Background: an optimization exercise with open tools, aiming at small area, a short achievable clock period and few clock cycles. Do not read the settings as production practice. Only simulation tests tie the RTL to the original design; equivalence was not proved. Power is estimated from default activity; no workload was simulated.

## flow/design.v (module list and top-level ports; edited modules follow where they fit)
// module riscv_alu: 119 lines
// module riscv_csr_regfile: 408 lines
// module riscv_csr: 233 lines
// module riscv_decoder: 182 lines
// module riscv_decode: 96 lines
// module riscv_divider: 91 lines
// module riscv_exec: 297 lines
// module riscv_fetch: 152 lines
// module riscv_lsu: 341 lines
// module riscv_lsu_fifo: 49 lines
// module riscv_mmu: 394 lines
// module riscv_multiplier: 70 lines
// module riscv_mul_csa: 68 lines
// module riscv_pipe_ctrl: 296 lines
// module riscv_regfile: 214 lines
// module riscv_issue: 386 lines
// module riscv_core: 567 lines
module riscv_core
#(
     parameter SUPPORT_MULDIV   = 1
    ,parameter SUPPORT_SUPER    = 0
    ,parameter SUPPORT_MMU      = 0
    ,parameter SUPPORT_LOAD_BYPASS = 1
    ,parameter SUPPORT_MUL_BYPASS = 1
    ,parameter SUPPORT_REGFILE_XILINX = 0
    ,parameter EXTRA_DECODE_STAGE = 0
    ,parameter MEM_CACHE_ADDR_MIN = 32'h80000000
    ,parameter MEM_CACHE_ADDR_MAX = 32'h8fffffff
)
(
     input           clk_i
    ,input           rst_i
    ,input  [ 31:0]  mem_d_data_rd_i
    ,input           mem_d_accept_i
    ,input           mem_d_ack_i
    ,input           mem_d_error_i
    ,input  [ 10:0]  mem_d_resp_tag_i
    ,input           mem_i_accept_i
    ,input           mem_i_valid_i
    ,input           mem_i_error_i
    ,input  [ 31:0]  mem_i_inst_i
    ,input           intr_i
    ,input  [ 31:0]  reset_vector_i
    ,input  [ 31:0]  cpu_id_i
    ,output [ 31:0]  mem_d_addr_o
    ,output [ 31:0]  mem_d_data_wr_o
    ,output          mem_d_rd_o
    ,output [  3:0]  mem_d_wr_o
    ,output          mem_d_cacheable_o
    ,output [ 10:0]  mem_d_req_tag_o
    ,output          mem_d_invalidate_o
    ,output          mem_d_writeback_o
    ,output          mem_d_flush_o
    ,output          mem_i_rd_o
    ,output          mem_i_flush_o
    ,output          mem_i_invalidate_o
    ,output [ 31:0]  mem_i_pc_o
);
  // ...
==> flow/flow/run.sh <==
#!/bin/bash
set -euo pipefail
export BUFFER_PORTS_ARGS="-buffer_cell sky130_fd_sc_hd__buf_4"
bash standard.sh SETUP_SLACK_MARGIN=6 finish > standard.log 2>&1
==> flow/standard.sh <==
#!/bin/bash
# synth_recipe.tcl (not shown) runs the flow's synth.tcl, then flattens the netlist and writes it again
# the make line also repeats each setting of config.mk as NAME=value (left out here)
make -C /OpenROAD-flow-scripts/flow DESIGN_CONFIG=/design/flow/config.mk WORK_HOME=/design/flow/orfs CLKGATE_MAP_FILE= SYNTH_SCRIPT=/design/flow/synth_recipe.tcl "${@:-finish}"
==> flow/config.mk <==
export PLATFORM = sky130hd
export DESIGN_NAME = riscv_core
export DESIGN_NICKNAME = riscv_core
export VERILOG_FILES = /design/flow/design.v
export SDC_FILE = /design/flow/constraint.sdc
export NUM_CORES = 8
export LEC_CHECK = 0
export CAP_MARGIN = 30
export CORE_MARGIN = 2
export CORE_UTILIZATION = 50
export CTS_CLUSTER_DIAMETER = 80
export CTS_CLUSTER_SIZE = 24
export GPL_ROUTABILITY_DRIVEN = 1
export PLACE_DENSITY = 0.75
export SETUP_SLACK_MARGIN = 5
export SLEW_MARGIN = 30
==> flow/constraint.sdc <==
create_clock -name core_clock -period 13.0 [get_ports {clk_i}]
set_input_delay 2.6000 -clock core_clock [delete_from_list [all_inputs] [get_ports {clk_i}]]
set_output_delay 2.6000 -clock core_clock [all_outputs]
set_load 0.01 [all_outputs]
==> out/qor.txt, run 1 <==
largest cells by area after synthesis -> edfxtp_1, fa_1, dfrtp_1, a22oi_1, ha_1
initial antenna violation count -> 73
CTS H-tree depth -> 3
commonest non-fill, non-tap cell in the layout -> edfxtp_1
Async SR Flop Fraction -> 0.159
cell mode on critical path -> or3_4
Skew-Pair Late Insertion Delay -> 0.92 ns
crit end category -> output pin
status -> timing/DRC/antenna clean
CTS root buf -> clkbuf_16
Worst EP arrival -> 4.87 ns
top cells by count, synth -> edfxtp_1, nor2_1, nand2_1
Met1 Wirelength -> 230000 µm
TNS Setup -> 0 ns
Die Wd -> 547 µm
r2r setup slk -> 6.16 ns
Synth Flop Type -> edfxtp_1
CP delay by family, top -> simple AND/OR/NAND/NOR gates
Leak -> 60.8 nW
kind of start point of the critical path -> flip-flop
Die Y -> 547 µm
IO buf count -> 237
clk_skew -> 0.0955 ns
final hold violations -> 0
Clock-cell share -> 0.0245
CTS Hold Bufs -> 0
final instance area -> 0.161 mm²
row count -> 199
first-pass GRT wire length -> 940000 µm
Testbench counts, summed over its fixed seeds: cycles 592,794.
==> run 2, diff against run 1 <==
--- a/flow/config.mk
+++ b/flow/config.mk
@@ -11,6 +11,5 @@
 export CTS_CLUSTER_DIAMETER = 80
 export CTS_CLUSTER_SIZE = 24
 export GPL_ROUTABILITY_DRIVEN = 1
-export PLACE_DENSITY = 0.75
 export SETUP_SLACK_MARGIN = 5
 export SLEW_MARGIN = 30
==> run 2 against run 1 <==
Effect of this change: still clean on timing, DRC and antenna; critical path depth is 2 higher; combinational power grew 5%; cell count grew 0.19%; cell area rose by 0.65%; non-clock buffer count is 35 higher; clock power rose by 11%.
==> out/qor.txt, run 2 <==
register area share after synthesis -> 0.439 (unchanged)
1st-iter DRT viols -> 25400 (was 30600)
CTS H-tree depth -> 4 (was 3)
worst setup path class -> reg -> out (unchanged)
Die Y -> 547 µm (unchanged)
CTS Hold Bufs -> 0 (unchanged)
Yosys top cell by area -> edfxtp_1 (unchanged)
Skew-Pair Late Insertion Delay -> 0.95 ns (was 0.92 ns)
DIE AREA -> 0.299 mm² (unchanged)
CTS Sinks -> 2306 (unchanged)
Congestion Overflow GR -> 0 (unchanged)
area grow syn2layout -> 9.74% (was 9.04%)
YS warnings -> 14 (unchanged)
multiplexer area fraction after synthesis -> 0.0432 (unchanged)
Die Wd -> 547 µm (unchanged)
top cell type's share of synthesized area -> 0.342 (unchanged)
post-route setup slack -> 5.52 ns (was 5.53 ns)
CP max stage cell -> edfxtp_1 (was or4_4)
largest registers -> u_lsu.u_lsu_request.ram_q: 72 flops, u_fetch.skid_buffer_q: 66 flops, u_mul.sum_q: 64 flops (unchanged)
largest net degree at the start of global routing -> 164 (was 158)
Placer Congestion -> 1.06 (was 1.09)
CP delay by family, top -> simple AND/OR/NAND/NOR gates (unchanged)
largest register by flop count -> u_lsu.u_lsu_request.ram_q (unchanged)
Post-synth EDFFs -> 1681 (unchanged)
VDD IR-drop max -> 0.000266 V (was 0.000199 V)
complex-gate fraction of the synthesized area -> 0.196 (unchanged)
Yosys cell types -> 99 (unchanged)
Initial Util -> 0.502 (unchanged)
TNS Setup -> 0 ns (unchanged)
FF+latch count, synth -> 2306 (unchanged)
initial antenna violation count -> 74 (was 73)
status -> timing/DRC/antenna clean (unchanged)
via-per-instance ratio -> 7.31 (was 7.39)
fmax -> 134 MHz (about the same)
Fillers -> 25500 (about the same)
WP buf/inv -> 2 (was 1)
Core ar. -> 0.294 mm² (unchanged)
number of routed nets with antenna violations -> 0 (unchanged)
WL per Instance -> 40.0 µm (was 37.3 µm)
post-synthesis cell count -> 14500 (unchanged)
syn avg cell area -> 10.2 µm² (unchanged)
clock-pin slew on the worst setup and hold paths -> 0.10 ns (about the same)
Top-Level Pins -> 267 (unchanged)
largest family of logic cells by synthesized area -> compound AO/OA/AOI/OAI gates (unchanged)
crit end category -> output pin (unchanged)
top cells by count, synth -> edfxtp_1, nor2_1, nand2_1 (unchanged)
layout cell share with drive strength beyond 1 -> 0.122 (was 0.118)
area of the mapped netlist -> 0.148 mm² (unchanged)
drt first pass iters -> 30 (was 31)
Clock Path Buffers -> 4 (was 3)
RSZ-0062 raised after global routing -> true (unchanged)
Largest register FFs -> 72 (unchanged)
slowest stage delay, CP -> 0.93 ns (was 0.60 ns)
Async SR Flop Fraction -> 0.159 (unchanged)
total routed wirelength -> 736000 µm (was 685000 µm)
HP Class -> reg -> reg (unchanged)
Vias -> 134000 (was 136000)
Worst Path Max Fanout -> 4 (unchanged)
kind of start point of the critical path -> flip-flop (unchanged)
GRT Util Overall -> 0.474 (was 0.440)
Synth Area in Adders -> 0.104 (unchanged)
nets@finish -> 15400 (about the same)
PwrDens -> 157 mW/mm² (was 151 mW/mm²)
DP HPWL -> 503000 µm (was 458000 µm)
Util after Layout -> 0.551 (was 0.548)
first-pass GRT wire length -> 998000 µm (was 940000 µm)
Leak -> 61.4 nW (was 60.8 nW)
row count -> 199 (unchanged)
Slew HR -> 0.157 (was 0.162)
most frequent cells in the layout -> edfxtp_1, nor2_1, nand2_1 (unchanged)
clk_skew -> 0.111 ns (was 0.0955 ns)
cell mode on critical path -> nand2_1 (was or3_4)
Worst EP arrival -> 4.88 ns (was 4.87 ns)
Synth Area in XOR/XNOR -> 0.0540 (unchanged)
CP cell instances -> ha_1 > nand2_1 > nor4_2 > o21ai_0 > nand2_1 > o311a_1 > or4b_4 > mux2_4 > o31ai_1 > buf_4 > and4_4 > nor2_4 > buf_6 (was or4_4 > or3_4 > or3_4 > or3_4 > or2_4 > nor4_4 > nand3_1 > o21ai_1 > a21oi_1 > o211ai_1 > buf_4)
final hold violations -> 0 (unchanged)
Final setup viols -> 0 (unchanged)
Synth Flop Type -> edfxtp_1 (unchanged)
Final Slew Violations -> 0 (unchanged)
worst slack, placed -> 4.97 ns (was 4.96 ns)
Max-Cap Viols -> 0 (unchanged)
Num CTS Buffers -> 141 (was 121)
CTS root buf -> clkbuf_16 (unchanged)
largest cells by area after synthesis -> edfxtp_1, fa_1, dfrtp_1, a22oi_1, ha_1 (unchanged)
number of global-route vias before repair -> 124000 (was 123000)
Post-Synth Simple-Gate Area -> 0.114 (unchanged)
post-route minimum period -> 7.48 ns (was 7.47 ns)
slew at the pin closest to its max-slew limit -> 1.23 ns (was 1.25 ns)
commonest non-fill, non-tap cell in the layout -> edfxtp_1 (unchanged)
CTS tree -> done (unchanged)
CP required -> 10.40 ns (about the same)
cell with the most instances after synthesis -> edfxtp_1 (unchanged)
period utilisation layout -> 0.575 (was 0.574)
Post-Route Hold Slack -> 0.335 ns (was 0.326 ns)
IO buf count -> 237 (unchanged)
Post-route DRC -> 0 (unchanged)
==> run 2: path summary, 6_finish.rpt <==
path,start,to,slack [ns],cells past startpoint
worst min register to register,u_issue.u_pipe_ctrl.csr_wdata_e2_q[21],u_issue.u_pipe_ctrl.csr_wdata_wb_q[21],0.33,0
worst max register to register,u_exec.rb_q[13],u_mul.sum_q[29],6.10,13
min in group asynchronous,rst_i,u_csr.u_csrfile.csr_mcycle_h_q[17],1.73,2
worst max-delay path,u_exec.rb_q[13],mem_i_rd_o,5.52,13
worst min-delay path,u_issue.u_pipe_ctrl.csr_wdata_e2_q[21],u_issue.u_pipe_ctrl.csr_wdata_wb_q[21],0.33,0
max in group asynchronous,rst_i,u_lsu.u_lsu_request.rd_ptr_q,9.47,4
==> run 2: stage by stage <==
step	power [mW]	std cells	instance area (µm²)
finish	25.4	18400	162000
global route	26.4	18400	162000
CTS	24.9	18300	161000
detailed placement	19.7	18000	155000
global placement	19.7	18000	155000
floorplan	15.4	14500	148000
==> run 2: routing by layer <==
metal  wire length, µm  global-route usage  vias up  part of all wire
met2            301000               0.672    12100              0.41
met3            109000               0.169     3035              0.15
met1            260000               0.601    65900              0.35
met4             65200               0.331       52             0.089
li1                  -                   -    53400                 -
met5               511            0.000950        -           0.00069
==> run 2: kinds of logic (layout without fill, tap and decap cells) <==
family,Yosys count,in the layout
AOI/OAI and AO/OA,4144,4144
xor gates and xnor gates,909,909
adders and majority gates,948,948
buffers and inverters,1883,1845
DFF,2306,2306
muxes,591,591
other,1,56
and+or+nand+nor,3668,3668
==> run 2: report_power, final <==
| part | total [mW] | switching, mW | internal [mW] | leakage, nW |
|---|---|---|---|---|
| clock network | 5.04 | 2.85 | 2.19 | 2.20 |
| registers | 9.15 | 0.406 | 8.74 | 23.7 |
| logic | 11.2 | 7.27 | 3.92 | 35.5 |
==> run 2: final cells by class <==
cell class | instances | area [µm²] | area share
diodes | 39 | 97.6 | 0.000603
well taps | 3919 | 4900 | 0.0303
multi-input cells | 10300 | 77500 | 0.479
flip-flops and latches | 2306 | 64800 | 0.400
inverters | 736 | 2810 | 0.0174
clock buffers | 165 | 3680 | 0.0227
clock inverters | 63 | 857 | 0.00529
repair buffers | 881 | 7210 | 0.0445
==> run 2: what timing repair did <==
action                     4_1_cts  5_1_grt
resized for setup              116       73
pin swaps                       35       31
gates cloned                     2        4
setup endpoints to repair       39       38
setup buffers                   49       32
==> run 3, diff against run 2 <==
--- a/flow/config.mk
+++ b/flow/config.mk
@@ -7,7 +7,7 @@
 export LEC_CHECK = 0
 export CAP_MARGIN = 30
 export CORE_MARGIN = 2
-export CORE_UTILIZATION = 50
+export CORE_UTILIZATION = 55
 export CTS_CLUSTER_DIAMETER = 80
 export CTS_CLUSTER_SIZE = 24
 export GPL_ROUTABILITY_DRIVEN = 1
==> run 3 against run 2 <==
Effect of this change: die area is 9.0% lower; still clean; cell area is 0.28% lower; maximum frequency is 0.46% higher; sequential share of layout area is 0.12 points higher; largest power group unchanged; non-clock buffer count is 23 lower; global-route usage is 3.6 points higher; critical path type unchanged; largest cell class unchanged; combinational power hardly changed; worst hold slack hardly changed.
==> out/qor.txt, run 3 <==
largest net degree at the start of global routing -> 154 (was 164)
VDD IR-drop max -> 0.000355 V (was 0.000266 V)
total routed wirelength -> 717000 µm (was 736000 µm)
top cells by count, synth -> edfxtp_1, nor2_1, nand2_1 (unchanged)
Int Pwr -> 15.0 mW (was 14.9 mW)
TNS Setup -> 0 ns (unchanged)
most frequent cells in the layout -> edfxtp_1, nor2_1, nand2_1 (unchanged)
Die Y -> 522 µm (was 547 µm)
post-route minimum period -> 7.44 ns (was 7.48 ns)
Slew HR -> 0.211 (was 0.157)
Fillers -> 22100 (was 25500)
Final Slew Violations -> 0 (unchanged)
CTS root buf -> clkbuf_16 (unchanged)
status -> timing/DRC/antenna clean (unchanged)
YS warnings -> 14 (unchanged)
Core ar. -> 0.267 mm² (was 0.294 mm²)
Yosys top cell by area -> edfxtp_1 (unchanged)
largest cells by area after synthesis -> edfxtp_1, fa_1, dfrtp_1, a22oi_1, ha_1 (unchanged)
Skew-Pair Late Insertion Delay -> 0.92 ns (was 0.95 ns)
Reg power frac -> 0.359 (was 0.361)
post-route setup slack -> 5.56 ns (was 5.52 ns)
Async SR Flop Fraction -> 0.159 (unchanged)
clock share of power -> 0.200 (was 0.199)
clock-pin slew on the worst setup and hold paths -> 0.09 ns (was 0.10 ns)
area of the mapped netlist -> 0.148 mm² (unchanged)
RSZ-0062 raised after global routing -> true (unchanged)
syn avg cell area -> 10.2 µm² (unchanged)
Non-Filler Instances -> 18000 (was 18400)
Comb power frac -> 0.441 (about the same)
Num CTS Buffers -> 142 (was 141)
CTS tree -> done (unchanged)
Util after Layout -> 0.604 (was 0.551)
Initial Util -> 0.552 (was 0.502)
largest register by flop count -> u_lsu.u_lsu_request.ram_q (unchanged)
largest registers -> u_lsu.u_lsu_request.ram_q: 72 flops, u_fetch.skid_buffer_q: 66 flops, u_mul.sum_q: 64 flops (unchanged)
Pwr Total -> 25.6 mW (was 25.4 mW)
Placer Congestion -> 1.10 (was 1.06)
worst slack, placed -> 4.91 ns (was 4.97 ns)
clk_skew -> 0.103 ns (was 0.111 ns)
sw frac -> 0.413 (was 0.415)
area grow syn2layout -> 9.43% (was 9.74%)
number of global-route vias before repair -> 124000 (about the same)
DIE AREA -> 0.272 mm² (was 0.299 mm²)
CTS H-tree depth -> 4 (unchanged)
Congestion Overflow GR -> 0 (unchanged)
Leak -> 61.3 nW (was 61.4 nW)
drt first pass iters -> 10 (was 30)
CTS Hold Bufs -> 0 (unchanged)
worst setup path class -> reg -> out (unchanged)
Clock Path Buffers -> 4 (unchanged)
final hold violations -> 0 (unchanged)
register area share after synthesis -> 0.439 (unchanged)
nets@finish -> 15400 (about the same)
Worst EP arrival -> 4.84 ns (was 4.88 ns)
Largest register FFs -> 72 (unchanged)
Yosys cell types -> 99 (unchanged)
top cell type's share of synthesized area -> 0.342 (unchanged)
Max-Cap Viols -> 0 (unchanged)
cell with the most instances after synthesis -> edfxtp_1 (unchanged)
crit end category -> output pin (unchanged)
Vias -> 135000 (was 134000)
number of routed nets with antenna violations -> 0 (unchanged)
IO buf count -> 237 (unchanged)
period utilisation layout -> 0.573 (was 0.575)
commonest non-fill, non-tap cell in the layout -> edfxtp_1 (unchanged)
first-pass GRT wire length -> 977000 µm (was 998000 µm)
post-synthesis cell count -> 14500 (unchanged)
slew at the pin closest to its max-slew limit -> 1.18 ns (was 1.23 ns)
PwrDens -> 158 mW/mm² (was 157 mW/mm²)
initial antenna violation count -> 71 (was 74)
HP Class -> reg -> reg (unchanged)
CP cell instances -> buf_12 > inv_1 > buf_8 > ha_1 > a21o_1 > a21o_1 > a221oi_2 > a21oi_2 > or4b_4 > mux2_4 > o31ai_2 > buf_4 > and4_4 > nor2_4 > buf_6 (was ha_1 > nand2_1 > nor4_2 > o21ai_0 > nand2_1 > o311a_1 > or4b_4 > mux2_4 > o31ai_1 > buf_4 > and4_4 > nor2_4 > buf_6)
Synth Flop Type -> edfxtp_1 (unchanged)
1st-iter DRT viols -> 26800 (was 25400)
kind of start point of the critical path -> flip-flop (unchanged)
slowest stage delay, CP -> 0.59 ns (was 0.93 ns)
GRT Util Overall -> 0.510 (was 0.474)
via-per-instance ratio -> 7.52 (was 7.31)
layout cell share with drive strength beyond 1 -> 0.122 (about the same)
cell mode on critical path -> a21o_1 (was nand2_1)
P_sw -> 10.5 mW (about the same)
Die Wd -> 522 µm (was 547 µm)
CP required -> 10.40 ns (about the same)
placed insts -> 17600 (was 18000)
row count -> 190 (was 199)
Post-route DRC -> 0 (unchanged)
DP HPWL -> 488000 µm (was 503000 µm)
WL per Instance -> 39.8 µm (was 40.0 µm)
Worst Path Max Fanout -> 6 (was 4)
fmax -> 134 MHz (about the same)
FF+latch count, synth -> 2306 (unchanged)
Post-synth EDFFs -> 1681 (unchanged)
CP max stage cell -> or4b_4 (was edfxtp_1)
CTS Sinks -> 2306 (unchanged)
Top-Level Pins -> 267 (unchanged)
Final setup viols -> 0 (unchanged)
run 3: cell types whose count changed in the layout (fill, tap and decap cells not counted), moves of 6 or more:
cell      change
o21ai_0      -10
buf_4        -27
buf_6         +7
diode_2      +12
inv_16        -9
clkbuf_8      +6
o21ai_1       +9
run 3: worst paths after layout:
| check | startpoint | slack, ns | end | depth (start not counted) |
|---|---|---|---|---|
| worst max-delay path | u_exec.ra_q[25] | 5.56 | mem_i_rd_o | 15 |
| worst min-delay path | u_issue.u_pipe_ctrl.csr_wdata_e2_q[18] | 0.33 | u_issue.u_pipe_ctrl.csr_wdata_wb_q[18] | 0 |
| worst max register to register | u_exec.sel_a_q | 6.01 | u_exec.ra_q[0] | 25 |
| worst min register to register | u_issue.u_pipe_ctrl.csr_wdata_e2_q[18] | 0.33 | u_issue.u_pipe_ctrl.csr_wdata_wb_q[18] | 0 |
| max in group asynchronous | rst_i | 9.58 | u_lsu.u_lsu_request.rd_ptr_q | 4 |
| min in group asynchronous | rst_i | 1.65 | u_csr.u_csrfile.csr_mcycle_q[20] | 2 |
run 3: kinds of logic after synthesis:
family | after synthesis | synth area share
simple gates | 3668 | 0.114
buf+inv | 1883 | 0.0490
mux | 591 | 0.0432
compound gates | 4144 | 0.196
flops | 2306 | 0.439
other cells | 1 | 0.0000254
xor+xnor | 909 | 0.0540
fa+ha+maj | 948 | 0.104
run 3: cell type report:
type                            instances  area, µm²  area share
Antenna cell                           51        128    0.000791
Tap cell                             3552       4440      0.0275
Clock inverter                         62        892     0.00553
Clock buffer                          169       3740      0.0231
Timing Repair Buffer                  858       6990      0.0433
Inverter                              736       2820      0.0175
Multi-Input combinational cell      10300      77600       0.481
Sequential cell                      2306      64800       0.402
run 3: power by group through the flow:
stage               clock (mW)  sequential, mW  combinational [mW]
finish                    5.10            9.18                11.3
global route              5.30            9.18                12.0
CTS                       5.05            9.14                10.6
detailed placement           0            9.29                10.3
global placement             0            9.29                10.3
floorplan                    0            9.09                6.35
run 3: per-layer routing:
metal / share of wire / global-route usage / wire [µm]
met1: 0.34 / 0.643 / 245000
met2: 0.40 / 0.706 / 288000
met3: 0.16 / 0.198 / 114000
met4: 0.096 / 0.378 / 69000
met5: 0.00052 / 0.00386 / 371
run 3: stage by stage:
stage	hold WS (ns)	area (µm²)
after floorplan	0.310	148000
after global placement	0.316	154000
after detailed placement	0.313	155000
after CTS	0.334	160000
after global routing	0.340	161000
final	0.335	161000
run 3: what timing repair did:
action / in CTS / in global routing
endpoints found under the hold margin: 0 / 0
pin swaps: 31 / 34
gates resized for setup: 109 / 95
setup buffers: 47 / 52
cloned: 2 / 3
endpoints found under the setup margin: 46 / 53
run 3: critical path: cells and delay by family, from the launching register on:
family,cells,cell delay [ns]
and+or+nand+nor,3,0.98
muxes,1,0.36
DFF,1,0.47
AOI/OAI and AO/OA,5,1.07
buffers and inverters,5,0.74
adders and majority gates,1,0.27
==> run 4, diff against run 3 <==
--- a/flow/config.mk
+++ b/flow/config.mk
@@ -11,5 +11,6 @@
 export CTS_CLUSTER_DIAMETER = 80
 export CTS_CLUSTER_SIZE = 24
 export GPL_ROUTABILITY_DRIVEN = 1
+export PLACE_DENSITY = 0.75
 export SETUP_SLACK_MARGIN = 5
 export SLEW_MARGIN = 30
==> run 4 against run 3 <==
Effect of this change: still clean on timing, DRC and antenna; worst setup slack got worse by 0.21 ns; via count is 0.60% higher; combinational power decreased by 4%; utilization increased by 0.086 points; clock-buffer cell count down 9; highest routed layer unchanged.
==> out/qor.txt, run 4 <==
status -> timing/DRC/antenna clean (unchanged)
post-synthesis cell count -> 14500 (unchanged)
area of the mapped netlist -> 0.148 mm² (unchanged)
Slew HR -> 0.164 (was 0.211)
initial antenna violation count -> 61 (was 71)
fmax -> 131 MHz (was 134 MHz)
largest family of logic cells by synthesized area -> compound AO/OA/AOI/OAI gates (unchanged)
first-pass GRT wire length -> 951000 µm (was 977000 µm)
Yosys top cell by area -> edfxtp_1 (unchanged)
Num CTS Buffers -> 134 (was 142)
period utilisation layout -> 0.589 (was 0.573)
clock-pin slew on the worst setup and hold paths -> 0.10 ns (was 0.09 ns)
drt first pass iters -> 14 (was 10)
Skew-Pair Late Insertion Delay -> 0.93 ns (was 0.92 ns)
most frequent cells in the layout -> edfxtp_1, nor2_1, nand2_1 (unchanged)
CTS Sinks -> 2306 (unchanged)
Post-Route Hold Slack -> 0.327 ns (was 0.335 ns)
complex-gate fraction of the synthesized area -> 0.196 (unchanged)
Worst EP arrival -> 5.05 ns (was 4.84 ns)
TNS Setup -> 0 ns (unchanged)
largest net degree at the start of global routing -> 153 (was 154)
final hold violations -> 0 (unchanged)
Hold Path End -> u_issue.u_pipe_ctrl.csr_wdata_wb_q[5] (was u_issue.u_pipe_ctrl.csr_wdata_wb_q[18])
Post-synth EDFFs -> 1681 (unchanged)
Synth Flop Type -> edfxtp_1 (unchanged)
Async SR Flop Fraction -> 0.159 (unchanged)
top cells by count, synth -> edfxtp_1, nor2_1, nand2_1 (unchanged)
Final setup viols -> 0 (unchanged)
register area share after synthesis -> 0.439 (unchanged)
Yosys cell types -> 99 (unchanged)
multiplexer area fraction after synthesis -> 0.0432 (unchanged)
number of global-route vias before repair -> 123000 (was 124000)
area grow syn2layout -> 9.59% (was 9.43%)
path depth of the worst reg2reg path -> 14 (was 25)
VDD IR-drop max -> 0.000193 V (was 0.000355 V)
IO buf count -> 237 (unchanged)
Worst Path Max Fanout -> 5 (was 6)
Congestion Overflow GR -> 0 (unchanged)
Max-Cap Viols -> 0 (unchanged)
clk_skew -> 0.0906 ns (was 0.103 ns)
Vias -> 136000 (was 135000)
CP required -> 10.40 ns (about the same)
layout cell share with drive strength beyond 1 -> 0.123 (was 0.122)
CTS tree -> done (unchanged)
nets@finish -> 15400 (about the same)
Leak -> 61.4 nW (was 61.3 nW)
1st-iter DRT viols -> 30100 (was 26800)
Largest register FFs -> 72 (unchanged)
slew at the pin closest to its max-slew limit -> 1.24 ns (was 1.18 ns)
GRT Util Overall -> 0.494 (was 0.510)
syn avg cell area -> 10.2 µm² (unchanged)
CTS H-tree depth -> 4 (unchanged)
largest cells by area after synthesis -> edfxtp_1, fa_1, dfrtp_1, a22oi_1, ha_1 (unchanged)
critical hold path startpoint -> u_issue.u_pipe_ctrl.csr_wdata_e2_q[5] (was u_issue.u_pipe_ctrl.csr_wdata_e2_q[18])
Post-route DRC -> 0 (unchanged)
r2r setup slk -> 5.69 ns (was 6.01 ns)
WL per Instance -> 38.7 µm (was 39.8 µm)
Core ar. -> 0.267 mm² (unchanged)
YS warnings -> 14 (unchanged)
DIE AREA -> 0.272 mm² (unchanged)
largest registers -> u_lsu.u_lsu_request.ram_q: 72 flops, u_fetch.skid_buffer_q: 66 flops, u_mul.sum_q: 64 flops (unchanged)
r2r endpoint -> u_issue.u_pipe_ctrl.result_e2_q[21] (was u_exec.ra_q[0])
CTS root buf -> clkbuf_16 (unchanged)
hold path cells -> 0 (unchanged)
FF+latch count, synth -> 2306 (unchanged)
largest register by flop count -> u_lsu.u_lsu_request.ram_q (unchanged)
number of routed nets with antenna violations -> 0 (unchanged)
via-per-instance ratio -> 7.56 (was 7.52)
Synth Area in Adders -> 0.104 (unchanged)
CTS Hold Bufs -> 0 (unchanged)
Synth Area in XOR/XNOR -> 0.0540 (unchanged)
kind of start point of the critical path -> flip-flop (unchanged)
total routed wirelength -> 697000 µm (was 717000 µm)
Top-Level Pins -> 267 (unchanged)
commonest non-fill, non-tap cell in the layout -> edfxtp_1 (unchanged)
worst setup path class -> reg -> out (unchanged)
Placer Congestion -> 1.12 (was 1.10)
reg2reg start -> u_exec.imm_hi_q[22] (was u_exec.sel_a_q)
DP HPWL -> 463000 µm (was 488000 µm)
Die Wd -> 522 µm (unchanged)
Die Y -> 522 µm (unchanged)
crit end category -> output pin (unchanged)
cell with the most instances after synthesis -> edfxtp_1 (unchanged)
Post-Synth Simple-Gate Area -> 0.114 (unchanged)
RSZ-0062 raised after global routing -> true (unchanged)
Initial Util -> 0.552 (unchanged)
PwrDens -> 154 mW/mm² (was 158 mW/mm²)
HP Class -> reg -> reg (unchanged)
Fillers -> 22000 (was 22100)
row count -> 190 (unchanged)
post-route minimum period -> 7.65 ns (was 7.44 ns)
top cell type's share of synthesized area -> 0.342 (unchanged)
Final Slew Violations -> 0 (unchanged)
Clock Path Buffers -> 3 (was 4)
[run 4: metal layers]
layer	routed length, µm	share of wire	global-route usage
met1	225000	0.32	0.598
met2	273000	0.39	0.674
met3	118000	0.17	0.212
met4	79000	0.11	0.415
met5	1280	0.0018	0.0204
[run 4: how the worst max path moves through the flow]
stage | start | to | slack, ns | depth (start not counted)
after global placement | u_exec.ra_q[2] | mem_i_rd_o | 5.19 | 16
after CTS | mem_i_inst_i[14] | mem_i_rd_o | 5.49 | 13
after detailed placement | u_exec.ra_q[2] | mem_i_rd_o | 5.14 | 16
after global routing | u_exec.ra_q[4] | mem_i_rd_o | 5.49 | 16
after floorplan | rst_i | async pin | 5.49 | 1
final | u_exec.rb_q[5] | mem_i_rd_o | 5.35 | 14
[run 4: cells by family after synthesis]
family / after synthesis
fa+ha+maj: 948
flops: 2306
simple gates: 3668
xor+xnor: 909
compound gates: 4144
buf+inv: 1883
mux: 591
other cells: 1
[run 4: cell type report]
type                    count  area (µm²)  area share
well taps                3552        4440      0.0275
diodes                     50         125    0.000774
inverters                 736        2830      0.0175
clock inverters            65        1110     0.00686
clock buffers             160        3500      0.0217
repair buffers            885        7200      0.0446
multi-input cells       10300       77600       0.480
flip-flops and latches   2306       64800       0.401
[run 4: what timing repair did]
| action | 4_1_cts | 5_1_grt |
|---|---|---|
| endpoints found under the setup margin | 40 | 79 |
| buffers inserted | 99 | 44 |
| endpoints found under the hold margin | 0 | 0 |
| pin swaps | 43 | 51 |
| gates resized for setup | 106 | 122 |
| gates cloned | 3 | 5 |
[run 4: worst max-delay path, cell delays in order, from the launching register on]
cell and delay [ns]:
edfxtp_1 0.83, ha_1 0.37, a21o_1 0.17, a21o_1 0.17, a21oi_1 0.18, nor4_1 0.09, o311a_1 0.34, or4b_4 0.65
mux2_4 0.35, o31ai_1 0.22, buf_4 0.20, and4_1 0.23, buf_6 0.20, nor2_4 0.04, buf_6 0.11
[run 4: power breakdown]
group | total [mW] | internal, mW | switching (mW)
Combinational | 10.8 | 3.86 | 6.94
Sequential | 9.15 | 8.74 | 0.410
Clock | 4.99 | 2.18 | 2.81
[run 4: through the flow]
step | area, µm² | worst slack, ns | utilization | cells | total power, mW
floorplan | 148000 | 5.49 | - | 14500 | 15.4
global placement | 154000 | 5.19 | 0.577 | 17600 | 19.1
detailed placement | 154000 | 5.14 | 0.577 | 17600 | 19.3
CTS | 160000 | 5.49 | 0.599 | 17900 | 24.2
global route | 162000 | 5.49 | 0.604 | 18000 | 25.8
finish | 162000 | 5.35 | 0.605 | 18000 | 24.9
==> module riscv_multiplier, before the edit <==
module riscv_multiplier
(
     input           clk_i
    ,input           rst_i
    ,input           opcode_valid_i
    ,input  [ 31:0]  opcode_opcode_i
    ,input  [ 31:0]  opcode_pc_i
    ,input           opcode_invalid_i
    ,input  [  4:0]  opcode_rd_idx_i
    ,input  [  4:0]  opcode_ra_idx_i
    ,input  [  4:0]  opcode_rb_idx_i
    ,input  [ 31:0]  opcode_ra_operand_i
    ,input  [ 31:0]  opcode_rb_operand_i
    ,input           hold_i
    ,input  [ 31:0]  operand_a_e1_i         
    ,input  [ 31:0]  operand_b_e1_i
    ,output [ 31:0]  writeback_value_o
);
localparam MULT_STAGES = 2;  
reg [32:0]   operand_a_e1_q;
reg [32:0]   operand_b_e1_q;
reg          mulhi_sel_e1_q;
reg  [32:0]  operand_b_r;
reg  [32:0]  operand_a_r;
reg  [31:0]  result_r;
wire mult_inst_w    = ((opcode_opcode_i & 32'hfe00707f) == 32'h2000033)        || 
                      ((opcode_opcode_i & 32'hfe00707f) == 32'h2001033)      ||
                      ((opcode_opcode_i & 32'hfe00707f) == 32'h2002033)  ||
                      ((opcode_opcode_i & 32'hfe00707f) == 32'h2003033);
reg a_signed_e1_q;
reg b_signed_e1_q;
always @(posedge clk_i)
if (~hold_i)
begin
    a_signed_e1_q  <= ((opcode_opcode_i & 32'hfe00707f) == 32'h2002033) || ((opcode_opcode_i & 32'hfe00707f) == 32'h2001033);
    b_signed_e1_q  <= ((opcode_opcode_i & 32'hfe00707f) == 32'h2001033);
    mulhi_sel_e1_q <= ~((opcode_opcode_i & 32'hfe00707f) == 32'h2000033);
end
always @ *
begin
    operand_a_e1_q = {a_signed_e1_q & operand_a_e1_i[31], operand_a_e1_i};
    operand_b_e1_q = {b_signed_e1_q & operand_b_e1_i[31], operand_b_e1_i};
end
wire [63:0] csa_sum_w;
wire [63:0] csa_carry_w;
riscv_mul_csa
u_csa
(
     .a_i(operand_a_e1_q)
    ,.b_i(operand_b_e1_q)
    ,.sum_o(csa_sum_w)
    ,.carry_o(csa_carry_w)
);
reg  [63:0] sum_q;
reg  [63:0] carry_q;
reg         mulhi_sel_e2_q;
always @(posedge clk_i)
if (~hold_i)
begin
    sum_q          <= csa_sum_w;
    carry_q        <= csa_carry_w;
    mulhi_sel_e2_q <= mulhi_sel_e1_q;
end
wire [63:0] prod_w = sum_q + carry_q;
always @ *
begin
    result_r = mulhi_sel_e2_q ? prod_w[63:32] : prod_w[31:0];
end
assign writeback_value_o  = result_r;
endmodule
==> run 5, diff against run 4 <==
--- a/flow/design.v
+++ b/flow/design.v
@@ -2398,9 +2398,13 @@
     b_signed_e1_q  <= ((opcode_opcode_i & 32'hfe00707f) == 32'h2001033);
     mulhi_sel_e1_q <= ~((opcode_opcode_i & 32'hfe00707f) == 32'h2000033);
 end
+reg [31:0] mul_a_e1_q;
+always @(posedge clk_i)
+if (~hold_i && mult_inst_w)
+    mul_a_e1_q <= opcode_ra_operand_i;
 always @ *
 begin
-    operand_a_e1_q = {a_signed_e1_q & operand_a_e1_i[31], operand_a_e1_i};
+    operand_a_e1_q = {a_signed_e1_q & mul_a_e1_q[31], mul_a_e1_q};
     operand_b_e1_q = {b_signed_e1_q & operand_b_e1_i[31], operand_b_e1_i};
 end
 wire [63:0] csa_sum_w;
--- a/flow/config.mk
+++ b/flow/config.mk
@@ -7,10 +7,9 @@
 export LEC_CHECK = 0
 export CAP_MARGIN = 30
 export CORE_MARGIN = 2
-export CORE_UTILIZATION = 55
+export CORE_UTILIZATION = 50
 export CTS_CLUSTER_DIAMETER = 80
 export CTS_CLUSTER_SIZE = 24
 export GPL_ROUTABILITY_DRIVEN = 1
-export PLACE_DENSITY = 0.75
 export SETUP_SLACK_MARGIN = 5
 export SLEW_MARGIN = 30
==> run 5 against run 4 <==
Effect of this change: area after synthesis up 1.0%; die area up 11%; cell area up 1.3%; worst hold slack worse by 0.0089 ns; via count up 0.50%; still clean; cell count up 2.6%; utilization down 5.3 points; global-route usage down 0.52 points.
==> out/qor.txt, run 5 <==
Die Y -> 550 µm (was 522 µm)
Slew HR -> 0.183 (was 0.164)
area grow syn2layout -> 9.90% (was 9.59%)
Max-Cap Viols -> 0 (unchanged)
HP Class -> reg -> reg (unchanged)
Post-synth EDFFs -> 1713 (was 1681)
Skew-Pair Late Insertion Delay -> 0.97 ns (was 0.93 ns)
clk_skew -> 0.110 ns (was 0.0906 ns)
VDD IR-drop max -> 0.000206 V (was 0.000193 V)
via-per-instance ratio -> 7.41 (was 7.56)
Yosys cell types -> 103 (was 99)
Die Wd -> 550 µm (was 522 µm)
highest routed layer -> met5 (unchanged)
largest cells by area after synthesis -> edfxtp_1, fa_1, dfrtp_1, a22oi_1, ha_1 (unchanged)
Vias -> 137000 (was 136000)
top cell type's share of synthesized area -> 0.345 (was 0.342)
number of routed nets with antenna violations -> 0 (unchanged)
period utilisation layout -> 0.565 (was 0.589)
FF+latch count, synth -> 2338 (was 2306)
placed instance area -> 0.157 mm² (was 0.154 mm²)
Met1 Wirelength -> 274000 µm (was 225000 µm)
Largest register FFs -> 72 (unchanged)
WL met2 -> 304000 µm (was 273000 µm)
Synth Area in Adders -> 0.103 (was 0.104)
multiplexer area fraction after synthesis -> 0.0391 (was 0.0432)
post-synthesis cell count -> 14500 (about the same)
CTS root buf -> clkbuf_16 (unchanged)
CP max stage cell -> a211oi_4 (was edfxtp_1)
GRT Util Overall -> 0.489 (was 0.494)
Async SR Flop Fraction -> 0.157 (was 0.159)
Placer Congestion -> 1.06 (was 1.12)
layout cell share with drive strength beyond 1 -> 0.122 (was 0.123)
worst setup path class -> reg -> out (unchanged)
Worst Path Max Fanout -> 4 (was 5)
most frequent cells in the layout -> edfxtp_1, nor2_1, nand2_1 (unchanged)
Initial Util -> 0.502 (was 0.552)
CP delay by family, top -> compound AO/OA/AOI/OAI gates (unchanged)
Post-route DRC -> 0 (unchanged)
number of global-route vias before repair -> 126000 (was 123000)
Top-Level Pins -> 267 (unchanged)
slew at the pin closest to its max-slew limit -> 1.23 ns (was 1.24 ns)
WP buf/inv -> 3 (unchanged)
register area share after synthesis -> 0.441 (was 0.439)
final instance area -> 0.164 mm² (was 0.162 mm²)
post-route minimum period -> 7.35 ns (was 7.65 ns)
DIE AREA -> 0.302 mm² (was 0.272 mm²)
row count -> 200 (was 190)
PwrDens -> 160 mW/mm² (was 154 mW/mm²)
crit end category -> output pin (unchanged)
Num CTS Buffers -> 149 (was 134)
drt first pass iters -> 14 (unchanged)
syn avg cell area -> 10.3 µm² (was 10.2 µm²)
WL per Instance -> 41.3 µm (was 38.7 µm)
met3 wire len -> 123000 µm (was 118000 µm)
initial antenna violation count -> 97 (was 61)
total routed wirelength -> 764000 µm (was 697000 µm)
Yosys top cell by area -> edfxtp_1 (unchanged)
cell with the most instances after synthesis -> edfxtp_1 (unchanged)
Leak -> 62.0 nW (was 61.4 nW)
YS warnings -> 14 (unchanged)
TNS Setup -> 0 ns (unchanged)
Pwr Total -> 26.2 mW (was 24.9 mW)
RSZ-0062 raised after global routing -> true (unchanged)
clock-pin slew on the worst setup and hold paths -> 0.10 ns (about the same)
Final setup viols -> 0 (unchanged)
Synth Area in XOR/XNOR -> 0.0534 (was 0.0540)
1st-iter DRT viols -> 28500 (was 30100)
complex-gate fraction of the synthesized area -> 0.198 (was 0.196)
top cells by count, synth -> edfxtp_1, nor2_1, nand2_1 (unchanged)
Non-Filler Instances -> 18500 (was 18000)
largest net degree at the start of global routing -> 161 (was 153)
commonest non-fill, non-tap cell in the layout -> edfxtp_1 (unchanged)
CP required -> 10.40 ns (about the same)
CTS Sinks -> 2338 (was 2306)
Worst EP arrival -> 4.75 ns (was 5.05 ns)
Clock Path Buffers -> 4 (was 3)
placed insts -> 18100 (was 17600)
Final Slew Violations -> 0 (unchanged)
largest family of logic cells by synthesized area -> compound AO/OA/AOI/OAI gates (unchanged)
largest registers -> u_lsu.u_lsu_request.ram_q: 72 flops, u_fetch.skid_buffer_q: 66 flops, u_mul.sum_q: 64 flops (unchanged)
slowest stage delay, CP -> 0.58 ns (was 0.83 ns)
status -> timing/DRC/antenna clean (unchanged)
DP HPWL -> 535000 µm (was 463000 µm)
first-pass GRT wire length -> 1030000 µm (was 951000 µm)
IO buf count -> 237 (unchanged)
area of the mapped netlist -> 0.149 mm² (was 0.148 mm²)
Synth Flop Type -> edfxtp_1 (unchanged)
CTS H-tree depth -> 4 (unchanged)
Congestion Overflow GR -> 0 (unchanged)
Post-Synth Simple-Gate Area -> 0.115 (was 0.114)
Core ar. -> 0.297 mm² (was 0.267 mm²)
CTS Hold Bufs -> 0 (unchanged)
kind of start point of the critical path -> flip-flop (unchanged)
CTS tree -> done (unchanged)
largest register by flop count -> u_lsu.u_lsu_request.ram_q (unchanged)
final hold violations -> 0 (unchanged)
nets@finish -> 15500 (was 15400)
fmax -> 136 MHz (was 131 MHz)
CP cell instances -> clkinvlp_4 > ha_4 > a21oi_2 > o221ai_2 > nand2_1 > o211ai_1 > a211oi_4 > mux2_4 > o31a_4 > buf_12 > nor4_4 > nor2_1 > buf_4 (was ha_1 > a21o_1 > a21o_1 > a21oi_1 > nor4_1 > o311a_1 > or4b_4 > mux2_4 > o31ai_1 > buf_4 > and4_1 > buf_6 > nor2_4 > buf_6)
## run 5: worst paths after layout
| check | to | slack, ns | startpoint | cells past startpoint |
|---|---|---|---|---|
| min | u_issue.u_pipe_ctrl.csr_wdata_wb_q[8] | 0.32 | u_issue.u_pipe_ctrl.csr_wdata_e2_q[8] | 0 |
| max in group asynchronous | u_fetch.skid_valid_q | 9.01 | rst_i | 5 |
| min in group asynchronous | u_csr.u_csrfile.csr_mepc_q[16] | 1.70 | rst_i | 2 |
| max | mem_i_rd_o | 5.65 | u_exec.ra_q[1] | 13 |
| min reg2reg | u_issue.u_pipe_ctrl.csr_wdata_wb_q[8] | 0.32 | u_issue.u_pipe_ctrl.csr_wdata_e2_q[8] | 0 |
| max reg2reg | u_lsu.rb_q[27] | 5.94 | u_fetch.skid_valid_q | 13 |
## run 5: logic make-up after synthesis
family,count (synthesis)
flip-flops,2338
other,1
AO/OA/AOI/OAI,4211
buffers and inverters,1882
multiplexers,536
AND/OR/NAND/NOR,3703
XOR/XNOR,909
adder cells (fa/ha/maj),948
## run 5: area by class of cell
class                      count  area [µm²]
fill                       25700      133000
antenna                       45         113
inverter                     759        2870
multi-input combinational  10300       78300
timing repair buffer         844        6830
clock buffer                 167        3880
sequential                  2338       65800
clock inverter                76        1080
tap                         3939        4930
## run 5: worst register-to-register path: cells and delay by family, from the launching register on
kind | cells | cell delay (ns)
simple gates | 5 | 2.28
compound gates | 5 | 1.98
buf+inv | 3 | 1.42
flops | 1 | 1.02
## run 5: per-layer routing
| metal | global-route usage | vias up |
|---|---|---|
| met5 | 0.000625 | - |
| met4 | 0.305 | 86 |
| met3 | 0.197 | 3159 |
| met2 | 0.675 | 12900 |
| met1 | 0.636 | 67000 |
| li1 | - | 53700 |
## run 5: power by group
group / switching [mW] / internal, mW / leakage [nW] / total (mW)
Combinational: 7.20 / 4.31 / 35.7 / 11.5
Sequential: 0.404 / 9.00 / 23.9 / 9.41
Clock: 2.98 / 2.34 / 2.39 / 5.32
## run 5: what timing repair did
item                       4_1_cts  5_1_grt
setup endpoints to repair       66       69
gates cloned                     6        0
pin swaps                       48       18
resized for setup              136       42
setup buffers                   62       15
## run 5: metrics by stage
step	hold WS, ns	util	setup WS, ns
final	0.319	0.552	5.65
after global routing	0.320	0.552	5.63
after CTS	0.313	0.549	5.71
after detailed placement	0.312	0.528	4.76
after global placement	0.313	0.527	4.65
after floorplan	0.310	-	5.49
Testbench counts of run 5, summed over its fixed seeds: cycles 592,794.
==> run 6, diff against run 5 <==
--- a/flow/config.mk
+++ b/flow/config.mk
@@ -11,5 +11,6 @@
 export CTS_CLUSTER_DIAMETER = 80
 export CTS_CLUSTER_SIZE = 24
 export GPL_ROUTABILITY_DRIVEN = 1
+export PLACE_DENSITY = 0.75
 export SETUP_SLACK_MARGIN = 5
 export SLEW_MARGIN = 30
==> run 6 against run 5 <==
Effect of this change: the layout now fails its checks (max-capacitance violations); cell count fell by 0.54%; area after synthesis is the same; maximum frequency decreased by 1.8%; non-clock buffer count fell by 81; routed wire length shrank 11%; worst hold slack better by 0.010 ns; die area stayed put.
==> out/qor.txt, run 6 <==
first-pass GRT wire length -> 943000 µm (was 1030000 µm)
WL per Instance -> 37.1 µm (was 41.3 µm)
Async SR Flop Fraction -> 0.157 (unchanged)
GRT Util Overall -> 0.439 (was 0.489)
largest registers -> u_lsu.u_lsu_request.ram_q: 72 flops, u_fetch.skid_buffer_q: 66 flops, u_mul.sum_q: 64 flops (unchanged)
area grow syn2layout -> 8.49% (was 9.90%)
largest cells by area after synthesis -> edfxtp_1, fa_1, dfrtp_1, a22oi_1, ha_1 (unchanged)
Yosys cell types -> 103 (unchanged)
Num CTS Buffers -> 130 (was 149)
reg2reg start -> u_exec.rb_q[10] (was u_fetch.skid_valid_q)
via-per-instance ratio -> 7.35 (was 7.41)
Worst Path Max Fanout -> 7 (was 4)
row count -> 200 (unchanged)
period utilisation layout -> 0.576 (was 0.565)
Skew-Pair Late Insertion Delay -> 0.90 ns (was 0.97 ns)
Synth Flop Type -> edfxtp_1 (unchanged)
Int Pwr -> 15.5 mW (was 15.7 mW)
Die Y -> 550 µm (unchanged)
RSZ-0062 raised after global routing -> true (unchanged)
cell mode on critical path -> buf_4
YS warnings -> 14 (unchanged)
CTS tree -> done (unchanged)
fmax -> 134 MHz (was 136 MHz)
worst setup path class -> in -> out (was reg -> out)
Max-Cap Viols -> 1 (was 0)
Synth Area in Adders -> 0.103 (unchanged)
syn avg cell area -> 10.3 µm² (unchanged)
layout cell share with drive strength beyond 1 -> 0.110 (was 0.122)
CP required -> 10.40 ns (about the same)
Util after Layout -> 0.545 (was 0.552)
CP max stage cell -> a211o_1 (was a211oi_4)
Clock Path Buffers -> 3 (was 4)
Leak -> 61.0 nW (was 62.0 nW)
Fillers -> 26100 (was 25700)
most frequent cells in the layout -> edfxtp_1, nor2_1, nand2_1 (unchanged)
FF+latch count, synth -> 2338 (unchanged)
Comb power frac -> 0.460 (was 0.439)
area of the mapped netlist -> 0.149 mm² (unchanged)
sw frac -> 0.409 (was 0.403)
Post-synth EDFFs -> 1713 (unchanged)
register area share after synthesis -> 0.441 (unchanged)
critical hold path startpoint -> u_issue.u_pipe_ctrl.csr_wdata_e2_q[16] (was u_issue.u_pipe_ctrl.csr_wdata_e2_q[8])
DIE AREA -> 0.302 mm² (unchanged)
r2r setup slk -> 6.11 ns (was 5.94 ns)
CP startpoint -> mem_i_inst_i[5] (was u_exec.ra_q[1])
post-synthesis cell count -> 14500 (unchanged)
clk_skew -> 0.0632 ns (was 0.110 ns)
slew at the pin closest to its max-slew limit -> 1.55 ns (was 1.23 ns)
multiplexer area fraction after synthesis -> 0.0391 (unchanged)
Die Wd -> 550 µm (unchanged)
placed instance area -> 0.156 mm² (was 0.157 mm²)
CTS H-tree depth -> 4 (unchanged)
CP delay by family, top -> compound AO/OA/AOI/OAI gates (unchanged)
nets@finish -> 15400 (was 15500)
P_sw -> 10.8 mW (was 10.6 mW)
VDD IR-drop max -> 0.000455 V (was 0.000206 V)
Reg power frac -> 0.360 (was 0.358)
Initial Util -> 0.502 (unchanged)
PwrDens -> 163 mW/mm² (was 160 mW/mm²)
Synth Area in XOR/XNOR -> 0.0534 (unchanged)
Final setup viols -> 0 (unchanged)
Core ar. -> 0.297 mm² (unchanged)
largest net degree at the start of global routing -> 181 (was 161)
Top-Level Pins -> 267 (unchanged)
1st-iter DRT viols -> 28700 (was 28500)
Sequential Area -> 0.0658 mm² (about the same)
CP cell instances -> buf_4 > nor3b_2 > o21ai_0 > a211o_1 > a311o_1 > a211oi_2 > o2111ai_2 > a21oi_2 > nor4_2 > buf_4 > nor2_2 > buf_4 (was clkinvlp_4 > ha_4 > a21oi_2 > o221ai_2 > nand2_1 > o211ai_1 > a211oi_4 > mux2_4 > o31a_4 > buf_12 > nor4_4 > nor2_1 > buf_4)
final hold violations -> 0 (unchanged)
final instance area -> 0.162 mm² (was 0.164 mm²)
IO buf count -> 237 (unchanged)
Placer Congestion -> 1.06 (about the same)
clock-pin slew on the worst setup and hold paths -> 0.09 ns (was 0.10 ns)
r2r endpoint -> u_exec.ra_q[31] (was u_lsu.rb_q[27])
DP HPWL -> 458000 µm (was 535000 µm)
Yosys top cell by area -> edfxtp_1 (unchanged)
top cell type's share of synthesized area -> 0.345 (unchanged)
top cells by count, synth -> edfxtp_1, nor2_1, nand2_1 (unchanged)
number of routed nets with antenna violations -> 0 (unchanged)
largest register by flop count -> u_lsu.u_lsu_request.ram_q (unchanged)
kind of start point of the critical path -> primary input (was flip-flop)
area of the multi-input gates -> 0.0778 mm² (was 0.0783 mm²)
path depth of the worst reg2reg path -> 22 (was 13)
hold path cells -> 0 (unchanged)
Post-Route Hold Slack -> 0.329 ns (was 0.319 ns)
WP buf/inv -> 3 (unchanged)
Worst EP arrival -> 4.88 ns (was 4.75 ns)
Hold Path End -> u_issue.u_pipe_ctrl.csr_wdata_wb_q[16] (was u_issue.u_pipe_ctrl.csr_wdata_wb_q[8])
CTS Sinks -> 2338 (unchanged)
CTS root buf -> clkbuf_16 (unchanged)
Post-route DRC -> 0 (unchanged)
crit end category -> output pin (unchanged)
Non-Filler Instances -> 18400 (was 18500)
Pwr Total -> 26.3 mW (was 26.2 mW)
Final Slew Violations -> 2 (was 0)
Failed Checks -> max-capacitance violations
CTS Hold Bufs -> 0 (unchanged)
placed insts -> 18100 (about the same)
commonest non-fill, non-tap cell in the layout -> edfxtp_1 (unchanged)
complex-gate fraction of the synthesized area -> 0.198 (unchanged)
HP Class -> reg -> reg (unchanged)
Post-Synth Simple-Gate Area -> 0.115 (unchanged)
post-route minimum period -> 7.48 ns (was 7.35 ns)
cell with the most instances after synthesis -> edfxtp_1 (unchanged)
Congestion Overflow GR -> 0 (unchanged)
status -> failed layout checks (was timing/DRC/antenna clean)
clock share of power -> 0.181 (was 0.203)
post-route setup slack -> 5.52 ns (was 5.65 ns)
slowest stage delay, CP -> 0.30 ns (was 0.58 ns)
drt first pass iters -> 12 (was 14)
number of global-route vias before repair -> 123000 (was 126000)
Vias -> 135000 (was 137000)
initial antenna violation count -> 58 (was 97)
total routed wirelength -> 683000 µm (was 764000 µm)
Largest register FFs -> 72 (unchanged)
TNS Setup -> 0 ns (unchanged)
worst slack, placed -> 4.84 ns (was 4.76 ns)
Slew HR -> -0.0413 (was 0.183)
largest family of logic cells by synthesized area -> compound AO/OA/AOI/OAI gates (unchanged)
-- run 6: cell counts after synthesis --
Identical to the previous run, type by type.
-- run 6: how the worst max path moves through the flow --
| stage | end | slack, ns | cells past startpoint |
|---|---|---|---|
| CTS | mem_i_rd_o | 5.59 | 12 |
| floorplan | async pin | 5.49 | 1 |
| finish | mem_i_rd_o | 5.52 | 12 |
| global route | mem_i_rd_o | 5.47 | 15 |
| detailed placement | mem_i_rd_o | 4.84 | 13 |
| global placement | mem_i_rd_o | 4.87 | 13 |
-- run 6: logic make-up after synthesis --
group,after synthesis
compound gates,4211
xor+xnor,909
mux,536
buf+inv,1882
fa+ha+maj,948
other cells,1
flops,2338
simple gates,3703
-- run 6: layout make-up --
cell class                 instances  share of cell area
multi-input combinational      10300               0.481
timing repair buffer             763              0.0375
clock inverter                    52             0.00425
inverter                         759              0.0177
antenna                           52            0.000805
clock buffer                     164              0.0214
sequential                      2338               0.407
tap                             3939              0.0305
-- run 6: what timing repair did --
action,CTS,global route
cloned,2,1
pin swaps,24,17
gates resized for setup,66,45
endpoints found under the setup margin,46,43
buffers inserted,34,12
-- run 6: power groups by stage --
stage	combinational [mW]	clock [mW]	sequential (mW)
after floorplan	7.14	0	9.35
after global placement	11.5	0	9.59
after detailed placement	11.5	0	9.59
after CTS	11.8	4.69	9.42
after global routing	13.1	4.92	9.46
final	12.1	4.75	9.46
-- run 6: layer usage --
| metal | part of all wire | track usage | vias up | wire length, µm |
|---|---|---|---|---|
| li1 | - | - | 53500 | - |
| met1 | 0.34 | 0.558 | 65100 | 235000 |
| met2 | 0.39 | 0.601 | 13100 | 269000 |
| met3 | 0.17 | 0.179 | 3331 | 113000 |
| met4 | 0.096 | 0.314 | 42 | 65400 |
| met5 | 0.00066 | 0.00735 | - | 453 |
==> run 7, diff against run 6 <==
--- a/flow/config.mk
+++ b/flow/config.mk
@@ -7,10 +7,9 @@
 export LEC_CHECK = 0
 export CAP_MARGIN = 30
 export CORE_MARGIN = 2
-export CORE_UTILIZATION = 50
+export CORE_UTILIZATION = 55
 export CTS_CLUSTER_DIAMETER = 80
 export CTS_CLUSTER_SIZE = 24
 export GPL_ROUTABILITY_DRIVEN = 1
-export PLACE_DENSITY = 0.75
 export SETUP_SLACK_MARGIN = 5
 export SLEW_MARGIN = 30
==> run 7 against run 6 <==
Effect of this change: the run now finishes clean; critical path type is now reg -> out; sequential power is 0.6% lower; routed wire length up 7.3%; cell area rose by 0.54%.
==> out/qor.txt, run 7 <==
status -> timing/DRC/antenna clean (was failed layout checks)
r2r endpoint -> u_lsu.ra_q[23] (was u_exec.ra_q[31])
fmax -> 132 MHz (was 134 MHz)
layout cell share with drive strength beyond 1 -> 0.120 (was 0.110)
Synth Flop Type -> edfxtp_1 (unchanged)
Core ar. -> 0.270 mm² (was 0.297 mm²)
largest cells by area after synthesis -> edfxtp_1, fa_1, dfrtp_1, a22oi_1, ha_1 (unchanged)
Worst EP arrival -> 4.97 ns (was 4.88 ns)
reg2reg start -> u_exec.sel_b_q (was u_exec.rb_q[10])
WL per Instance -> 40.4 µm (was 37.1 µm)
PwrDens -> 160 mW/mm² (was 163 mW/mm²)
TNS Setup -> 0 ns (unchanged)
worst setup path class -> reg -> out (was in -> out)
hold path cells -> 0 (unchanged)
IO buf count -> 237 (unchanged)
Reg power frac -> 0.361 (was 0.360)
r2r setup slk -> 6.05 ns (was 6.11 ns)
Num CTS Buffers -> 144 (was 130)
FF+latch count, synth -> 2338 (unchanged)
Yosys top cell by area -> edfxtp_1 (unchanged)
period utilisation layout -> 0.582 (was 0.576)
Post-synth EDFFs -> 1713 (unchanged)
Die Y -> 525 µm (was 550 µm)
1st-iter DRT viols -> 30200 (was 28700)
row count -> 191 (was 200)
Comb power frac -> 0.441 (was 0.460)
top cells by count, synth -> edfxtp_1, nor2_1, nand2_1 (unchanged)
Int Pwr -> 15.6 mW (was 15.5 mW)
CP required -> 10.40 ns (about the same)
first-pass GRT wire length -> 1000000 µm (was 943000 µm)
CP startpoint -> u_exec.rb_q[29] (was mem_i_inst_i[5])
largest register by flop count -> u_lsu.u_lsu_request.ram_q (unchanged)
top cell type's share of synthesized area -> 0.345 (unchanged)
nets@finish -> 15500 (was 15400)
Fillers -> 22200 (was 26100)
Clock Path Buffers -> 4 (was 3)
crit end category -> output pin (unchanged)
final hold violations -> 0 (unchanged)
VDD IR-drop max -> 0.000224 V (was 0.000455 V)
Placer Congestion -> 1.13 (was 1.06)
YS warnings -> 14 (unchanged)
HP Class -> reg -> reg (unchanged)
slew at the pin closest to its max-slew limit -> 1.27 ns (was 1.55 ns)
Top-Level Pins -> 267 (unchanged)
Yosys cell types -> 103 (unchanged)
Congestion Overflow GR -> 0 (unchanged)
Slew HR -> 0.144 (was -0.0413)
clock share of power -> 0.197 (was 0.181)
number of global-route vias before repair -> 127000 (was 123000)
Max-Cap Viols -> 0 (was 1)
number of routed nets with antenna violations -> 0 (unchanged)
RSZ-0062 raised after global routing -> true (unchanged)
kind of start point of the critical path -> flip-flop (was primary input)
DP HPWL -> 506000 µm (was 458000 µm)
Vias -> 138000 (was 135000)
Util after Layout -> 0.602 (was 0.545)
syn avg cell area -> 10.3 µm² (unchanged)
sw frac -> 0.400 (was 0.409)
most frequent cells in the layout -> edfxtp_1, nor2_1, nand2_1 (unchanged)
Final Slew Violations -> 0 (was 2)
clock-pin slew on the worst setup and hold paths -> 0.09 ns (about the same)
post-route minimum period -> 7.57 ns (was 7.48 ns)
Final setup viols -> 0 (unchanged)
P_sw -> 10.4 mW (was 10.8 mW)
path depth of the worst reg2reg path -> 17 (was 22)
Die Wd -> 525 µm (was 550 µm)
total routed wirelength -> 733000 µm (was 683000 µm)
Sequential Area -> 0.0658 mm² (about the same)
Largest register FFs -> 72 (unchanged)
Worst Path Max Fanout -> 30 (was 7)
Async SR Flop Fraction -> 0.157 (unchanged)
post-synthesis cell count -> 14500 (unchanged)
DIE AREA -> 0.275 mm² (was 0.302 mm²)
cell with the most instances after synthesis -> edfxtp_1 (unchanged)
largest net degree at the start of global routing -> 172 (was 181)
area grow syn2layout -> 9.08% (was 8.49%)
Post-route DRC -> 0 (unchanged)
Hold Path End -> u_issue.u_pipe_ctrl.csr_wdata_wb_q[4] (was u_issue.u_pipe_ctrl.csr_wdata_wb_q[16])
commonest non-fill, non-tap cell in the layout -> edfxtp_1 (unchanged)
CTS Sinks -> 2338 (unchanged)
Initial Util -> 0.552 (was 0.502)
drt first pass iters -> 17 (was 12)
area of the multi-input gates -> 0.0780 mm² (was 0.0778 mm²)
area of the mapped netlist -> 0.149 mm² (unchanged)
Skew-Pair Late Insertion Delay -> 0.92 ns (was 0.90 ns)
CTS root buf -> clkbuf_16 (unchanged)
CTS H-tree depth -> 4 (unchanged)
largest registers -> u_lsu.u_lsu_request.ram_q: 72 flops, u_fetch.skid_buffer_q: 66 flops, u_mul.sum_q: 64 flops (unchanged)
critical hold path startpoint -> u_issue.u_pipe_ctrl.csr_wdata_e2_q[4] (was u_issue.u_pipe_ctrl.csr_wdata_e2_q[16])
clk_skew -> 0.0720 ns (was 0.0632 ns)
GRT Util Overall -> 0.515 (was 0.439)
register area share after synthesis -> 0.441 (unchanged)
initial antenna violation count -> 92 (was 58)
Leak -> 61.7 nW (was 61.0 nW)
via-per-instance ratio -> 7.63 (was 7.35)
CTS tree -> done (unchanged)
-- run 7: worst max path at each step --
stage                          end  slack, ns  cells past startpoint
finish                  mem_i_rd_o       5.43                     13
global route            mem_i_rd_o       5.44                     12
CTS                     mem_i_rd_o       5.56                     12
detailed placement  u_lsu.ra_q[31]       4.73                     22
global placement    u_lsu.ra_q[31]       4.78                     22
floorplan                async pin       5.49                      1
-- run 7: kinds of logic (layout without fill, tap and decap cells) --
family | Yosys count | after routing | synth area share
adders and majority gates | 948 | 948 | 0.103
AOI/OAI and AO/OA | 4211 | 4211 | 0.198
other | 1 | 75 | 0.0000252
and+or+nand+nor | 3703 | 3703 | 0.115
xor gates and xnor gates | 909 | 909 | 0.0534
DFF | 2338 | 2338 | 0.441
muxes | 536 | 536 | 0.0391
buffers and inverters | 1882 | 1838 | 0.0499
-- run 7: final cells by class --
| cell class | instances | share of cell area |
|---|---|---|
| Tap cell | 3570 | 0.0275 |
| Antenna cell | 58 | 0.000893 |
| Clock buffer | 171 | 0.0233 |
| Multi-Input combinational cell | 10300 | 0.480 |
| Clock inverter | 65 | 0.00528 |
| Timing Repair Buffer | 843 | 0.0405 |
| Inverter | 759 | 0.0177 |
| Sequential cell | 2338 | 0.405 |
-- run 7: what timing repair did --
item | CTS | global route
buffers inserted | 51 | 21
pin swaps | 44 | 33
gates resized for setup | 116 | 45
cloned | 1 | 0
endpoints found under the setup margin | 56 | 46
hold buffers | 0 | 0
-- run 7: routing by layer --
layer,GRT usage,vias to the layer above,part of all wire
met5,0.0232,-,0.0013
met4,0.374,54,0.096
met3,0.232,3862,0.17
met2,0.696,14000,0.39
met1,0.645,66600,0.34
li1,-,53800,-
-- run 7: worst max-delay path, cell delays in order, from the launching register on --
cell and delay, ns:
edfxtp_1 0.60, ha_1 0.40, nand4_1 0.14, nor2_1 0.13, or4b_4 0.51, nor3_4 0.49, mux2i_2 0.40, nand2_1 0.18
o31a_1 0.33, buf_6 0.21, nor4_4 0.32, buf_4 0.20, nor2_4 0.03, buf_6 0.12
-- run 7: power by group through the flow --
| stage | clock [mW] | combinational, mW | sequential (mW) |
|---|---|---|---|
| floorplan | 0 | 7.14 | 9.35 |
| global placement | 0 | 10.8 | 9.54 |
| detailed placement | 0 | 11.0 | 9.54 |
| CTS | 5.09 | 11.1 | 9.36 |
| global route | 5.34 | 12.5 | 9.41 |
| finish | 5.13 | 11.5 | 9.40 |
-- run 7: per-stage QoR --
stage                     area [µm²]  cells  worst slack (ns)  hold slack (ns)  power, mW
final                         163000  18100              5.43            0.331       26.0
after global routing          162000  18100              5.44            0.338       27.3
after CTS                     162000  18000              5.56            0.330       25.6
after detailed placement      156000  17800              4.73            0.313       20.5
after global placement        156000  17700              4.78            0.315       20.3
after floorplan               149000  14500              5.49            0.310       16.5

## what the ideal ports hide
The results above use ideal ports. As a check the final layouts listed here were re-extracted and re-timed, cells and wires unchanged. Step 1, drivers: a clkbuf_16 drives clk_i and a buf_2 each remaining input, both assumed. Step 2 moves the port delays by t, midway between the first and last clock arrival at a register: inputs arrive t later, outputs are due t later. That takes back most of the time a late clock gives input paths. a / b / c = no drivers / after step 1 / after step 2; a / b = the first two.
run | shift t [ns] | slack for setup (ns) | hold slack, ns
run 1 | 0.985 | 5.533 / 5.415 / 4.918 | 0.326 / 0.326 / 0.326
run 2 | 1.011 | 5.521 / 5.409 / 4.859 | 0.335 / 0.335 / 0.335
run 3 | 0.990 | 5.556 / 5.442 / 5.000 | 0.335 / 0.335 / 0.335
run 4 | 0.996 | 5.346 / 5.232 / 4.982 | 0.327 / 0.327 / 0.327
run 5 | 1.019 | 5.653 / 5.511 / 4.916 | 0.319 / 0.319 / 0.319
run 6 | 0.983 | 5.518 / 5.338 / 4.956 | 0.329 / 0.329 / 0.329
run 7 | 0.996 | 5.430 / 5.319 / 5.054 | 0.331 / 0.331 / 0.331
The setup slack of run 5, which loses most, moves by -0.142 ns with the drivers and by -0.737 ns with both steps.
